Background: an optimization exercise with open tools, aiming at small area. Do not read the settings as production practice. The RTL was checked by simulation tests, not by an equivalence proof against the original design. No activity file was given, so power comes from the tool's default toggle rates.

==> design/flow/design.v <==
module atm
	    (
	    CLK,
	    RESET,
	    TARJETA_RECIBIDA,
	    TIPO_DE_TARJETA,
	    PIN,
	    DIGITO,
	    DIGITO_STB,
	    TIPO_TRANS,
	    MONTO,
	    MONTO_STB,
	    BALANCE_ACTUALIZADO,
	    ENTREGAR_DINERO,
	    FONDOS_INSUFICIENTES,
	    PIN_INCORRECTO,
	    ADVERTENCIA,
	    BLOQUEO
	    );
input
	CLK,
	RESET,			 
	TARJETA_RECIBIDA,
	TIPO_DE_TARJETA,	 
	DIGITO_STB,		 
	TIPO_TRANS,		 
	MONTO_STB;		 
input [15:0] PIN;		 
input [3:0] DIGITO;
input [31:0] MONTO;
output reg
	BALANCE_ACTUALIZADO,
	ENTREGAR_DINERO,
	FONDOS_INSUFICIENTES,
	PIN_INCORRECTO,
	ADVERTENCIA,
	BLOQUEO;
localparam [2:0]
	S_IDLE	= 3'b000,
	S_PIN0	= 3'b001,
	S_PIN1	= 3'b011,
	S_PIN2	= 3'b010,
	S_ID	= 3'b100,
	S_WD	= 3'b101,
	S_DEP	= 3'b110,
	S_BLK	= 3'b111;
reg [2:0] estado;
reg [31:0] BAL_lo;		 
reg [31:0] BAL_hi;		 
reg pendiente;			 
reg [1:0] Contador_PIN;		 
reg [11:0] PIN_usuario;		 
wire in_idle	= (estado == S_IDLE);
wire in_pin	= ~estado[2] & (estado[1] | estado[0]);
wire in_blk	= (estado == S_BLK);
wire in_wd	= (estado == S_WD);
wire in_dep	= (estado == S_DEP);
wire cuarto	= in_pin & DIGITO_STB & (Contador_PIN == 2'd3);
wire igual	= ({PIN_usuario, DIGITO} == PIN);
wire correcto	= cuarto & igual;
wire erroneo	= cuarto & ~igual;
wire usa_monto	= in_wd | in_dep;
wire resta	= in_wd | in_idle;	 
wire [31:0] op	= ({32{usa_monto}} & MONTO) ^ {{31{resta}}, in_wd};
wire [31:0] suma;
wire acarreo;
add32 u_suma (.a(BAL_lo), .b(op), .ci(pendiente), .s(suma), .co(acarreo));
wire hi_m	= |BAL_hi[30:1];
wire hi_nz	= hi_m | BAL_hi[0] | BAL_hi[31];
wire fb_up	= BAL_hi[0] ^ BAL_hi[1] ^ BAL_hi[2] ^ BAL_hi[22] ^ ~(hi_m | BAL_hi[31]);
wire fb_dn	= BAL_hi[31] ^ BAL_hi[0] ^ BAL_hi[1] ^ BAL_hi[21] ^ ~(hi_m | BAL_hi[0]);
wire mayor	= hi_nz | acarreo;	 
wire cobra	= in_idle & TARJETA_RECIBIDA & TIPO_DE_TARJETA;
wire retira	= in_wd & MONTO_STB & mayor;
wire rechaza	= in_wd & MONTO_STB & ~mayor;
wire deposita	= in_dep & MONTO_STB;
wire limpia	= ~RESET | (in_idle & ~TARJETA_RECIBIDA);
wire guarda	= (in_wd & ~retira) | (in_dep & ~MONTO_STB) | (in_idle & ~TIPO_DE_TARJETA);
reg paso_sube, paso_baja;
wire h_up	= ~limpia & paso_sube;
wire h_dn	= ~limpia & paso_baja;
wire h_keep	= ~limpia & ~paso_sube & ~paso_baja;
wire [31:0] hi_prox = ({32{h_up}} & {fb_up, BAL_hi[31:1]}) |
		      ({32{h_dn}} & {BAL_hi[30:0], fb_dn}) |
		      ({32{h_keep}} & BAL_hi);
reg [2:0] prox;
always @(*) begin
	prox = estado;
	case (estado)
		S_IDLE:	if (TARJETA_RECIBIDA) prox = S_PIN0;
		S_PIN0:	if (correcto) prox = S_ID; else if (erroneo) prox = S_PIN1;
		S_PIN1:	if (correcto) prox = S_ID; else if (erroneo) prox = S_PIN2;
		S_PIN2:	if (correcto) prox = S_ID; else if (erroneo) prox = S_BLK;
		S_ID:	prox = TIPO_TRANS ? S_WD : S_DEP;
		S_WD:	if (MONTO_STB) prox = S_IDLE;
		S_DEP:	if (MONTO_STB) prox = S_IDLE;
		default: prox = S_BLK;
	endcase
end
always @(posedge CLK) begin
	if (DIGITO_STB)
		PIN_usuario <= {PIN_usuario[7:0], DIGITO};
	BAL_hi <= hi_prox;
	if (limpia) begin
		BAL_lo		<= 32'd0;
		pendiente	<= 1'b0;
		paso_sube	<= 1'b0;
		paso_baja	<= 1'b0;
	end else begin
		if (~guarda) begin
			BAL_lo		<= suma;
			pendiente	<= retira;
		end
		paso_sube	<= ~guarda & ~resta & acarreo;
		paso_baja	<= ~guarda & resta & ~acarreo;
	end
	if (~RESET) begin
		estado			<= S_IDLE;
		Contador_PIN		<= 2'd0;
		BALANCE_ACTUALIZADO	<= 1'b0;
		ENTREGAR_DINERO		<= 1'b0;
		FONDOS_INSUFICIENTES	<= 1'b0;
		PIN_INCORRECTO		<= 1'b0;
		ADVERTENCIA		<= 1'b0;
		BLOQUEO			<= 1'b0;
	end else begin
		estado <= prox;
		if (in_pin & DIGITO_STB)
			Contador_PIN <= Contador_PIN + 2'd1;
		BALANCE_ACTUALIZADO	<= cobra | retira | deposita;
		if (in_idle & TARJETA_RECIBIDA) begin
			ENTREGAR_DINERO		<= 1'b0;
			FONDOS_INSUFICIENTES	<= 1'b0;
		end
		if (retira)
			ENTREGAR_DINERO <= 1'b1;
		if (rechaza)
			FONDOS_INSUFICIENTES <= 1'b1;
		PIN_INCORRECTO	<= erroneo | in_blk;
		ADVERTENCIA	<= erroneo & (estado == S_PIN1);
		BLOQUEO		<= in_blk;
	end
end
endmodule
module add32(input [31:0] a, input [31:0] b, input ci, output [31:0] s, output co);
wire [31:0] p0 = a ^ b;
wire [31:0] g0 = a & b;
wire gz = g0[0] | (p0[0] & ci);
wire G1 = g0[1] | (p0[1] & gz);
wire P1 = p0[1] & p0[0];
wire G2 = g0[3] | (p0[3] & g0[2]);
wire P2 = p0[3] & p0[2];
wire G3 = g0[5] | (p0[5] & g0[4]);
wire P3 = p0[5] & p0[4];
wire G4 = g0[7] | (p0[7] & g0[6]);
wire P4 = p0[7] & p0[6];
wire G5 = g0[9] | (p0[9] & g0[8]);
wire P5 = p0[9] & p0[8];
wire G6 = g0[11] | (p0[11] & g0[10]);
wire P6 = p0[11] & p0[10];
wire G7 = g0[13] | (p0[13] & g0[12]);
wire P7 = p0[13] & p0[12];
wire G8 = g0[15] | (p0[15] & g0[14]);
wire P8 = p0[15] & p0[14];
wire G9 = g0[17] | (p0[17] & g0[16]);
wire P9 = p0[17] & p0[16];
wire G10 = g0[19] | (p0[19] & g0[18]);
wire P10 = p0[19] & p0[18];
wire G11 = g0[21] | (p0[21] & g0[20]);
wire P11 = p0[21] & p0[20];
wire G12 = g0[23] | (p0[23] & g0[22]);
wire P12 = p0[23] & p0[22];
wire G13 = g0[25] | (p0[25] & g0[24]);
wire P13 = p0[25] & p0[24];
wire G14 = g0[27] | (p0[27] & g0[26]);
wire P14 = p0[27] & p0[26];
wire G15 = g0[29] | (p0[29] & g0[28]);
wire P15 = p0[29] & p0[28];
wire G16 = g0[31] | (p0[31] & g0[30]);
wire P16 = p0[31] & p0[30];
wire G17 = g0[2] | (p0[2] & G1);
wire P17 = p0[2] & P1;
wire G18 = G2 | (P2 & G1);
wire P18 = P2 & P1;
wire G19 = g0[6] | (p0[6] & G3);
wire P19 = p0[6] & P3;
wire G20 = G4 | (P4 & G3);
wire P20 = P4 & P3;
wire G21 = g0[10] | (p0[10] & G5);
wire P21 = p0[10] & P5;
wire G22 = G6 | (P6 & G5);
wire P22 = P6 & P5;
wire G23 = g0[14] | (p0[14] & G7);
wire P23 = p0[14] & P7;
wire G24 = G8 | (P8 & G7);
wire P24 = P8 & P7;
wire G25 = g0[18] | (p0[18] & G9);
wire P25 = p0[18] & P9;
wire G26 = G10 | (P10 & G9);
wire P26 = P10 & P9;
wire G27 = g0[22] | (p0[22] & G11);
wire P27 = p0[22] & P11;
wire G28 = G12 | (P12 & G11);
wire P28 = P12 & P11;
wire G29 = g0[26] | (p0[26] & G13);
wire P29 = p0[26] & P13;
wire G30 = G14 | (P14 & G13);
wire P30 = P14 & P13;
wire G31 = g0[30] | (p0[30] & G15);
wire P31 = p0[30] & P15;
wire G32 = G16 | (P16 & G15);
wire P32 = P16 & P15;
wire G33 = g0[4] | (p0[4] & G18);
wire P33 = p0[4] & P18;
wire G34 = G3 | (P3 & G18);
wire P34 = P3 & P18;
wire G35 = G19 | (P19 & G18);
wire P35 = P19 & P18;
wire G36 = G20 | (P20 & G18);
wire P36 = P20 & P18;
wire G37 = g0[12] | (p0[12] & G22);
wire P37 = p0[12] & P22;
wire G38 = G7 | (P7 & G22);
wire P38 = P7 & P22;
wire G39 = G23 | (P23 & G22);
wire P39 = P23 & P22;
wire G40 = G24 | (P24 & G22);
wire P40 = P24 & P22;
wire G41 = g0[20] | (p0[20] & G26);
wire P41 = p0[20] & P26;
wire G42 = G11 | (P11 & G26);
wire P42 = P11 & P26;
wire G43 = G27 | (P27 & G26);
wire P43 = P27 & P26;
wire G44 = G28 | (P28 & G26);
wire P44 = P28 & P26;
wire G45 = g0[28] | (p0[28] & G30);
wire P45 = p0[28] & P30;
wire G46 = G15 | (P15 & G30);
wire P46 = P15 & P30;
wire G47 = G31 | (P31 & G30);
wire P47 = P31 & P30;
wire G48 = G32 | (P32 & G30);
wire P48 = P32 & P30;
wire G49 = g0[8] | (p0[8] & G36);
wire P49 = p0[8] & P36;
wire G50 = G5 | (P5 & G36);
wire P50 = P5 & P36;
wire G51 = G21 | (P21 & G36);
wire P51 = P21 & P36;
wire G52 = G22 | (P22 & G36);
wire P52 = P22 & P36;
wire G53 = G37 | (P37 & G36);
wire P53 = P37 & P36;
wire G54 = G38 | (P38 & G36);
wire P54 = P38 & P36;
wire G55 = G39 | (P39 & G36);
wire P55 = P39 & P36;
wire G56 = G40 | (P40 & G36);
wire P56 = P40 & P36;
wire G57 = g0[24] | (p0[24] & G44);
wire P57 = p0[24] & P44;
wire G58 = G13 | (P13 & G44);
wire P58 = P13 & P44;
wire G59 = G29 | (P29 & G44);
wire P59 = P29 & P44;
wire G60 = G30 | (P30 & G44);
wire P60 = P30 & P44;
wire G61 = G45 | (P45 & G44);
wire P61 = P45 & P44;
wire G62 = G46 | (P46 & G44);
wire P62 = P46 & P44;
wire G63 = G47 | (P47 & G44);
wire P63 = P47 & P44;
wire G64 = G48 | (P48 & G44);
wire P64 = P48 & P44;
wire G65 = g0[16] | (p0[16] & G56);
wire P65 = p0[16] & P56;
wire G66 = G9 | (P9 & G56);
wire P66 = P9 & P56;
wire G67 = G25 | (P25 & G56);
wire P67 = P25 & P56;
wire G68 = G26 | (P26 & G56);
wire P68 = P26 & P56;
wire G69 = G41 | (P41 & G56);
wire P69 = P41 & P56;
wire G70 = G42 | (P42 & G56);
wire P70 = P42 & P56;
wire G71 = G43 | (P43 & G56);
wire P71 = P43 & P56;
wire G72 = G44 | (P44 & G56);
wire P72 = P44 & P56;
wire G73 = G57 | (P57 & G56);
wire P73 = P57 & P56;
wire G74 = G58 | (P58 & G56);
wire P74 = P58 & P56;
wire G75 = G59 | (P59 & G56);
wire P75 = P59 & P56;
wire G76 = G60 | (P60 & G56);
wire P76 = P60 & P56;
wire G77 = G61 | (P61 & G56);
wire P77 = P61 & P56;
wire G78 = G62 | (P62 & G56);
wire P78 = P62 & P56;
wire G79 = G63 | (P63 & G56);
wire P79 = P63 & P56;
wire G80 = G64 | (P64 & G56);
wire P80 = P64 & P56;
wire [32:0] c;
assign c[0] = ci;
assign c[1] = gz;
assign c[2] = G1;
assign c[3] = G17;
assign c[4] = G18;
assign c[5] = G33;
assign c[6] = G34;
assign c[7] = G35;
assign c[8] = G36;
assign c[9] = G49;
assign c[10] = G50;
assign c[11] = G51;
assign c[12] = G52;
assign c[13] = G53;
assign c[14] = G54;
assign c[15] = G55;
assign c[16] = G56;
assign c[17] = G65;
assign c[18] = G66;
assign c[19] = G67;
assign c[20] = G68;
assign c[21] = G69;
assign c[22] = G70;
assign c[23] = G71;
assign c[24] = G72;
assign c[25] = G73;
assign c[26] = G74;
assign c[27] = G75;
assign c[28] = G76;
assign c[29] = G77;
assign c[30] = G78;
assign c[31] = G79;
assign c[32] = G80;
assign s = p0 ^ c[31:0];
assign co = c[32];
endmodule
==> design/flow/flow/run.sh <==
#!/bin/bash
# Standard layout with three changes:
#  * synthesis is the standard flow's own script, but ABC maps with an area-oriented
#    script (flow/abc_map.script: no delay-optimal mapping, no buffering or
#    sizing inside ABC; the layout's repair steps size for timing instead);
#  * the port buffers are the smallest buffer;
#  * the clock tree uses small clock buffers and no dummy loads.
set -euo pipefail
W=$(pwd)
cat > "$W/flow_synth.tcl" <<EOT
proc abc {args} {
  set i [lsearch -exact \$args -script]
  if {\$i >= 0} { lset args [expr {\$i + 1}] $W/flow/abc_map.script }
  yosys abc {*}\$args
}
source $W/synth_recipe.tcl
EOT
sed "s#SYNTH_SCRIPT=[^ ]*#SYNTH_SCRIPT=$W/flow_synth.tcl#" standard.sh > flow_standard.sh
grep -q "SYNTH_SCRIPT=$W/flow_synth.tcl" flow_standard.sh
export BUFFER_PORTS_ARGS="-buffer_cell sky130_fd_sc_hd__buf_1"
export CTS_ARGS="-sink_clustering_enable -repair_clock_nets -dont_use_dummy_load -buf_list sky130_fd_sc_hd__clkbuf_4 -root_buf sky130_fd_sc_hd__clkbuf_8"
bash flow_standard.sh finish > standard_flow.log 2>&1
==> design/flow/flow/abc_map.script <==
&get -n
&st
&syn2
&dch -f
&nf -R 1000
&st
&syn2
&dch -f
&nf -R 1000
&st
&syn2
&dch -f
&nf -R 1000
&put
==> design/flow/standard.sh <==
#!/bin/bash
# synth_recipe.tcl (not shown) runs the flow's synth.tcl, then flattens the netlist and writes it again
# the make line also repeats each setting of config.mk as NAME=value (left out here)
make -C /OpenROAD-flow-scripts/flow DESIGN_CONFIG=/design/flow/config.mk WORK_HOME=/design/flow/orfs CLKGATE_MAP_FILE= SYNTH_SCRIPT=/design/flow/synth_recipe.tcl "${@:-finish}"
==> design/flow/config.mk <==
export PLATFORM = sky130hd
export DESIGN_NAME = atm
export DESIGN_NICKNAME = atm
export VERILOG_FILES = /design/flow/design.v
export SDC_FILE = /design/flow/constraint.sdc
export NUM_CORES = 4
export LEC_CHECK = 0
export CAP_MARGIN = 20
export CORE_MARGIN = 2
export CORE_UTILIZATION = 55
export SLEW_MARGIN = 20
==> design/flow/constraint.sdc <==
create_clock -name core_clock -period 6.0 [get_ports {CLK}]
set_input_delay 1.2000 -clock core_clock [delete_from_list [all_inputs] [get_ports {CLK}]]
set_output_delay 1.2000 -clock core_clock [all_outputs]
set_load 0.01 [all_outputs]
==> qor.txt <==
Clk pin slew, worst setup/hold paths -> 0.08 ns
PwrDens -> 306 nW/um^2
Detailed Route WL -> 11000 um
DRT iter0 DRCs -> 120
Skew-Pair Late Insertion Delay -> 0.36 ns
Vias in the first global route -> 4218
I/O pin total -> 65
CP endpoint kind -> register
Chip Width -> 99.2 um
Final Net Count -> 786
Outcome -> timing/DRC/antenna clean
Dpl ws -> -0.0868 ns
# port buffers -> 64
ANT cells -> 0
Register Area -> 1920 um^2
Maximum vdd drop -> 0.000185 V
Vias -> 4483
Post-Syn Area -> 4990 um^2
H-tree depth -> 3
Most common cell after layout, fill and taps aside -> nand2_1
Post-Route Skew -> 0.0295 ns
HPWL Detailed -> 8060 um
Slowest cell on the critical path -> nor4_1
Most frequent cells in the layout -> 140 x nand2_1, 77 x dfxtp_1, 64 x buf_1
Max Cap Viol -> 0
Syn. warnings -> 1
Kind of critical path -> in -> reg
Die Span Y -> 99.2 um
Final Cell Area -> 5770 um^2
Post-layout total power -> 1760 uW
Placement Cell Area -> 5630 um^2
Final setup violation count -> 0
Synthesized flop and latch total -> 90
Fill cell count -> 814
Top FF cell, synth -> dfxtp_1
CP arrival -> 5.82 ns
Gp weighted congestion -> 0.802
Avg WL per Cell -> 13.8 um
Largest net degree at the start of global routing -> 38
Main area contributors after synthesis -> dfxtp_1 31%, nand2_1 11%, ha_1 7.8%
Synth unique cells -> 40
Share of flip-flops with an asynchronous set or reset -> 0%
Path category of the worst min-delay check -> reg -> reg
Via density -> 5.63
Post-synth top area share -> 31.3%
Number of remaining DRC errors -> 0
Clock Tree Root -> clkbuf_8
Multi-input logic area -> 3070 um^2
Initial antenna violation count -> 0
Fin Setup TNS -> 0 ns
Core area -> 8760 um^2
Initial core utilization -> 56.9%
Post-Layout Cell Count -> 796
Max_slew headroom -> 51.7%
Final ANT Viol Nets -> 0
# placed instances -> 787
First-pass GRT wire length -> 18700 um
Die area -> 9850 um^2
Post-Syn Instances -> 587
Sequential cell area fraction in the yosys report -> 38.5%
CTS Buf Count -> 9
Cell Rows -> 34
Fin crit period -> 5.59 ns
Clk sinks -> 90
GR Overflow Total -> 0
Total nets after synthesis -> 683
Max Clk Rate -> 0.179 GHz
Post-synth EDFFs -> 12
CTS tree -> built
Post-synth top area cell -> dfxtp_1
WP data required -> 6.23 ns
Area Growth Syn to Fin -> 15.6%
Slowest Stage Delay on Critical Path -> 0.36 ns
Tcrit/Tclk final -> 93.1%
Leakage -> 0.00215 uW
Total track usage -> 22.9%
Fin. max-slew vios -> 0
CP max FO -> 15
Worst Max-Slew Pin Slew -> 0.722 ns
DRT Pass-1 Iters -> 4
Setup WS post-layout -> 0.413 ns
CTS max path bufs -> 2
Final hold vios -> 0
Syn Area/Cell -> 8.50 um^2
Share of post-route cells with drive strength above 1 -> 7.85%
Crit path launch type -> input port
## area by class of cell
cell class | count | share of cell area [%]
Inverter | 16 | 1.08
Sequential cell | 90 | 33.3
Tap cell | 108 | 2.34
Timing Repair Buffer | 92 | 7.81
Multi-Input combinational cell | 481 | 53.3
Clock buffer | 9 | 2.15
## power by group
group          total [uW]  leakage, uW  internal [uW]  switching, uW
logic                 727      0.00134            332            395
registers             713     0.000752            675           38.7
clock network         321    0.0000647            135            187
total                1760      0.00215           1140            621
## state kept, by name (all words and copies together) (netlist names)
register	flops
BAL_hi	32
BAL_lo	32
PIN_usuario	12
estado	3
Contador_PIN	2
ADVERTENCIA	1
BALANCE_ACTUALIZADO	1
BLOQUEO	1
ENTREGAR_DINERO	1
FONDOS_INSUFICIENTES	1
PIN_INCORRECTO	1
paso_baja	1
paso_sube	1
pendiente	1
## timing repair
action | CTS | global route
endpoints found under the setup margin | 0 | 35
hold buffers | 0 | 0
buffers inserted | 0 | 0
gates resized for setup | 0 | 3
## path summary, 6_finish.rpt
path                   start    endpoint  slack (ns)  depth (start not counted)
hold reg to reg   BAL_lo[24]  BAL_lo[24]        0.46                          2
hold / removal    BAL_lo[24]  BAL_lo[24]        0.46                          2
setup reg to reg   estado[0]  BAL_lo[29]        0.64                         30
setup / recovery    MONTO[0]  BAL_lo[11]        0.41                         30
## metal layers
metal	wire length [um]	GRT usage, %	share of wire [%]
met1	5070	29.6	46
met2	5370	39.4	49
met3	367	3.16	3.3
met5	0	0	0
met4	187	8.11	1.7
## worst max-delay path, delay by kind of cell
family                     cells  cell delay, ns
and+or+nand+nor               14            1.81
AOI/OAI and AO/OA             10            1.80
adders and majority gates      2            0.53
buffers and inverters          4            0.45
## per-stage QoR
stage,hold WS [ns],util (%)
floorplan,0.435,-
global placement,0.446,64.2
detailed placement,0.453,64.2
CTS,0.465,65.6
global route,0.476,65.8
finish,0.465,65.8
## cell families after synthesis
logic type                 share of synthesized area, %
adders and majority gates                          10.2
AOI/OAI and AO/OA                                  23.3
xor gates and xnor gates                           7.20
and+or+nand+nor                                    19.1
DFF                                                38.5
buffers and inverters                              1.20
muxes                                             0.401
## synth_stat cells (8+ instances only)
cell type  number
nand2_1       142
dfxtp_1        78
a21oi_1        50
o21ai_0        36
a22oi_1        33
ha_1           31
o211ai_1       31
xor2_1         24
nor2_1         18
xnor2_1        17
clkinv_1       16
edfxtp_1       12
nor4_1         12
nor3_1          9
nand3_1         8
nor2b_1         8

-- afterwards: timing with drivers on the ports --
The results above use ideal ports. As a check the final layout listed here was re-extracted and re-timed, cells and wires unchanged. Step 1, drivers: a clkbuf_16 drives CLK and a buf_2 each remaining input, both assumed. Step 2 moves the port delays by t, midway between the first and last clock arrival at a register: inputs arrive t later, outputs are due t later. That takes back most of the time a late clock gives input paths. a / b / c = ideal / step 1 / step 2; a / b = the first two.
shift t [ns]: 0.375
slack for setup (ns): 0.413 / 0.422 / 0.047
worst hold slack (ns): 0.465 / 0.465 / 0.465
worst setup path after step 2: input to register
cell pins on the clock port's net: 1
After both steps this run still meets setup and hold. For this run, drivers alone change the setup slack by +0.009 ns; drivers and shift together by -0.366 ns.
